Context: an optimization exercise on an open-source flow, tuned for small area and a short achievable clock period. The choices shown serve that exercise and are no tape-out recipe.
RTL that was checked went through simulation tests only; none was proved equivalent to the original.
The flow treats the clock pin as an ideal source, which a real chip does not have.

## the reference run
## prng
module prng (
    input logic [31:0] seed,
    output logic [31:0] rand_num,
    input logic clk,
    input logic rst
);
Size in the first run: ~66 I/O pins, ~0.0064 mm2 of cells after synthesis.
clock: 7.0 ns
lec_check: 0
cap_margin: 20
core_margin: 2
core_utilization: 60
setup_slack_margin: 3.0
slew_margin: 20
synth_hierarchical: 1
standard.sh (not shown) runs the stock make flow with config.mk's settings and CLKGATE_MAP_FILE= SYNTH_SCRIPT=/design/flow/synth_recipe.tcl, a recipe that flattens the netlist after the stock synthesis.
==> flow/flow/run.sh <==
#!/bin/bash
# Standard layout with two changes: the smallest buffer on each port, and
# useful clock skew between registers after clock tree synthesis (skew.tcl).
export BUFFER_PORTS_ARGS="-buffer_cell sky130_fd_sc_hd__buf_1"
export POST_CTS_TCL="$PWD/flow/skew.tcl"
bash standard.sh > standard.log 2>&1
Other scripts of this flow, unchanged in this note and not shown: flow/flow/skew.py, flow/flow/skew.tcl
Modified inputs, the trial run compared to the reference run
--- a/flow/design.v
+++ b/flow/design.v
@@ -1,17 +1,17 @@
 module prng (
     input logic [31:0] seed,
     output logic [31:0] rand_num,
     input logic clk,
     input logic rst
 );
     logic [31:0] state;
-    logic [15:0] state_n;
+    logic [30:0] state_n;
     wire [30:0] x = state[30:0];
-    wire [30:0] xn = {~state[30:16], state_n};
+    wire [30:0] xn = state_n;
     wire [30:0] nxt;
     wire s0; wire c0;
     assign s0 = 1'b1 ^ x[2] ^ xn[0];
     assign c0 = (1'b1 & x[2]) | (1'b1 & xn[0]) | (x[2] & xn[0]);
     wire s1; wire c1;
     assign s1 = 1'b1 ^ x[3] ^ xn[1];
     assign c1 = (1'b1 & x[3]) | (1'b1 & xn[1]) | (x[3] & xn[1]);
@@ -538,18 +538,18 @@
     assign nxt[27] = p0[27] ^ gg60;
     assign nxt[28] = p0[28] ^ gg63;
     assign nxt[29] = p0[29] ^ gg67;
     assign nxt[30] = p0[30] ^ gg71;
     always_ff @(posedge clk) begin
         if (rst) begin
             state <= seed;
-            state_n <= ~seed[15:0];
+            state_n <= ~seed[30:0];
         end else begin
             state <= {1'b0, nxt};
-            state_n <= ~nxt[15:0];
+            state_n <= ~nxt[30:0];
         end
         rand_num <= state;
     end
 endmodule
 module fa (
     input  logic a,
     input  logic b,
--- outcome ---
The reference run completed end to end with timing, DRC and antenna clean.
In summary, the trial run completed successfully, with a layout that passed the timing, design-rule and antenna checks.
The trial run — inserted tap cell count 2.9% higher, the reference run as reference
Pin count of the biggest net entering global routing: the reference run and the trial run compared, lower one is the trial run
Summary — mean number of vias per cell, the trial run relative to the reference run: lower, by 1.7%.
Changes observed in the trial run relative to the reference run: fmax shows an increase of 1.9 MHz, die area increased by 3.7% relative to the old numbers.
Compared with the reference run, the trial run shows a higher overall via count from detail_route.
The trial run reports a lower fraction of area in multi-input gates than the reference run does.
Delta (the trial run minus the reference run): worst endpoint data arrival time saw a decrease; logic depth of the worst setup path including buffers up 5; synthesized area went up; number of antenna violations at the first check in global routing essentially unchanged.
On routed wire length, the lower figure sits with the reference run, not the trial run.
The lower endpoint required time on the critical path came out of the trial run.
No run of this note included a check of the RTL's function; only the layout flow was run.


== old ==
Starting RTL as in the previous note.
## prng
module prng (
    input logic [31:0] seed,
    output logic [31:0] rand_num,
    input logic clk,
    input logic rst
);
    logic [31:0] state;
    logic [15:0] state_n;
    wire [30:0] x = state[30:0];
    wire [30:0] xn = {~state[30:16], state_n};
    wire [30:0] nxt;
    wire s0; wire c0;
    assign s0 = 1'b1 ^ x[2] ^ xn[0];
    assign c0 = (1'b1 & x[2]) | (1'b1 & xn[0]) | (x[2] & xn[0]);
    wire s1; wire c1;
    assign s1 = 1'b1 ^ x[3] ^ xn[1];
    assign c1 = (1'b1 & x[3]) | (1'b1 & xn[1]) | (x[3] & xn[1]);
    wire s2; wire c2;
    fa u2 (.a(x[4]), .b(xn[2]), .c(xn[0]), .s(s2), .co(c2));
    wire s3; wire c3;
    fa u3 (.a(x[5]), .b(xn[3]), .c(xn[1]), .s(s3), .co(c3));
    wire s4; wire c4;
    assign s4 = 1'b0 ^ x[4] ^ x[2];
    assign c4 = (1'b0 & x[4]) | (1'b0 & x[2]) | (x[4] & x[2]);
    wire s5; wire c5;
    fa u5 (.a(x[6]), .b(c3), .c(~s4), .s(s5), .co(c5));
    wire s6; wire c6;
    fa u6 (.a(x[7]), .b(xn[5]), .c(xn[3]), .s(s6), .co(c6));
    wire s7; wire c7;
    fa u7 (.a(x[0]), .b(~c4), .c(s6), .s(s7), .co(c7));
    wire s8; wire c8;
    fa u8 (.a(x[8]), .b(xn[6]), .c(xn[4]), .s(s8), .co(c8));
    wire s9; wire c9;
    fa u9 (.a(x[1]), .b(c6), .c(s8), .s(s9), .co(c9));
    wire s10; wire c10;
    assign s10 = 1'b1 ^ x[9] ^ x[2];
    assign c10 = (1'b1 & x[9]) | (1'b1 & x[2]) | (x[9] & x[2]);
    wire s11; wire c11;
    fa u11 (.a(xn[7]), .b(xn[5]), .c(xn[0]), .s(s11), .co(c11));
  ...
Settings: LEC_CHECK=0, CAP_MARGIN=20, CORE_MARGIN=2, CORE_UTILIZATION=60, SETUP_SLACK_MARGIN=2.3, SLEW_MARGIN=20, SYNTH_HIERARCHICAL=1; clock period 7.0 ns.
Scripts as last shown in full above: flow/flow/run.sh
Other scripts of this flow, unchanged in this note and not shown: flow/flow/skew.py, flow/flow/skew.tcl
Edits applied to the flow inputs when going from old to new:
diff --git a/flow/design.v b/flow/design.v
--- a/flow/design.v
+++ b/flow/design.v
@@ -1,19 +1,18 @@
 module prng (
     input logic [31:0] seed,
     output logic [31:0] rand_num,
     input logic clk,
     input logic rst
 );
     logic [31:0] state;
-    logic [15:0] state_n;
     wire [30:0] x = state[30:0];
-    wire [30:0] xn = {~state[30:16], state_n};
+    wire [30:0] xn = ~state[30:0];
     wire [30:0] nxt;
     wire s0; wire c0;
     assign s0 = 1'b1 ^ x[2] ^ xn[0];
     assign c0 = (1'b1 & x[2]) | (1'b1 & xn[0]) | (x[2] & xn[0]);
     wire s1; wire c1;
     assign s1 = 1'b1 ^ x[3] ^ xn[1];
     assign c1 = (1'b1 & x[3]) | (1'b1 & xn[1]) | (x[3] & xn[1]);
     wire s2; wire c2;
     fa u2 (.a(x[4]), .b(xn[2]), .c(xn[0]), .s(s2), .co(c2));
@@ -304,27 +303,27 @@
     wire s142; wire c142;
     fa u142 (.a(c131), .b(s139), .c(s140), .s(s142), .co(c142));
     wire s143; wire c143;
     fa u143 (.a(c132), .b(s141), .c(c133), .s(s143), .co(c143));
     wire s144; wire c144;
     fa u144 (.a(s142), .b(c134), .c(s143), .s(s144), .co(c144));
     wire s145;
     assign s145 = x[30] ^ x[23] ^ x[18];
     wire s146;
-    assign s146 = xn[28] ^ xn[26] ^ xn[21];
+    assign s146 = x[28] ^ x[26] ^ x[21];
     wire s147;
     assign s147 = x[16] ^ x[11] ^ x[5];
     wire s148;
     assign s148 = xn[13] ^ xn[8] ^ x[0];
     wire s149;
     assign s149 = c136 ^ c137 ^ c138;
     wire s150;
-    assign s150 = s145 ^ s146 ^ s147;
+    assign s150 = s145 ^ ~s146 ^ s147;
     wire s151;
     assign s151 = s148 ^ c139 ^ c140;
     wire s152;
     assign s152 = s149 ^ s150 ^ c141;
     wire s153;
     assign s153 = c142 ^ s151 ^ s152;
     wire s154;
     assign s154 = c143 ^ s153 ^ c144;
     wire [30:0] ra, rb;
@@ -536,22 +535,20 @@
     assign nxt[25] = p0[25] ^ gg55;
     assign nxt[26] = p0[26] ^ gg58;
     assign nxt[27] = p0[27] ^ gg60;
     assign nxt[28] = p0[28] ^ gg63;
     assign nxt[29] = p0[29] ^ gg67;
     assign nxt[30] = p0[30] ^ gg71;
     always_ff @(posedge clk) begin
         if (rst) begin
             state <= seed;
-            state_n <= ~seed[15:0];
         end else begin
             state <= {1'b0, nxt};
-            state_n <= ~nxt[15:0];
         end
         rand_num <= state;
     end
 endmodule
 module fa (
     input  logic a,
     input  logic b,
     input  logic c,
     output logic s,
--- outcome ---
Fmax: new vs old down 4.6 MHz
Re detailed-routed wire length on met3: old was lower than new.
For new, the capturing element of the worst setup path was state[17]$_DFF_P_, unlike old, where it was state[18]$_DFF_P_.
Diff old -> new: length of the first detailed-routing pass in iterations saw an increase.
Diff old -> new: final wirelength fell by about 12%; growth of design area from synthesis to finish rose by 2.4 points; clock period minus final worst setup slack rose by 0.078 ns; final area fell by 5.9%.
Function not checked in old: the RTL went through the layout flow alone.

[afterwards: timing with drivers on the ports]
No port has a modelled driver above. Below, the same layouts with a new extraction and two added sets of constraints.
Step 1, drivers: a clkbuf_16 drives clk and a buf_2 each remaining input, both assumed.
Step 2, shift: input delay + t, output delay - t, t = (earliest + latest rising clock arrival at the registers) / 2. This alone moves slack from input paths to output paths.
Three values: no drivers, after step 1, after step 2; two values: the first two.
| run | t (ns) | setup WS [ns] | worst setup path at the end | clock arrival spread, ns | pins driven straight from the clock port |
|---|---|---|---|---|---|
| the reference run | 0.974 | 3.015 / 3.015 / 3.015 | register to register | 1.147 / 1.147 | 1 |
| the trial run | 0.953 | 3.044 / 3.044 / 2.900 | input to register | 1.061 / 1.061 | 1 |
| old | 1.034 | 2.911 / 2.911 / 2.911 | register to register | 1.263 / 1.263 | 1 |
| new | 0.979 | 2.834 / 2.834 / 2.834 | register to register | 1.196 / 1.196 | 1 |
Clock arrivals are far apart in every run listed, so t is only a midpoint there and step 2 fits no single register. For the trial run, which loses most, drivers alone change the setup slack by 0.000 ns; drivers and shift together by -0.144 ns.
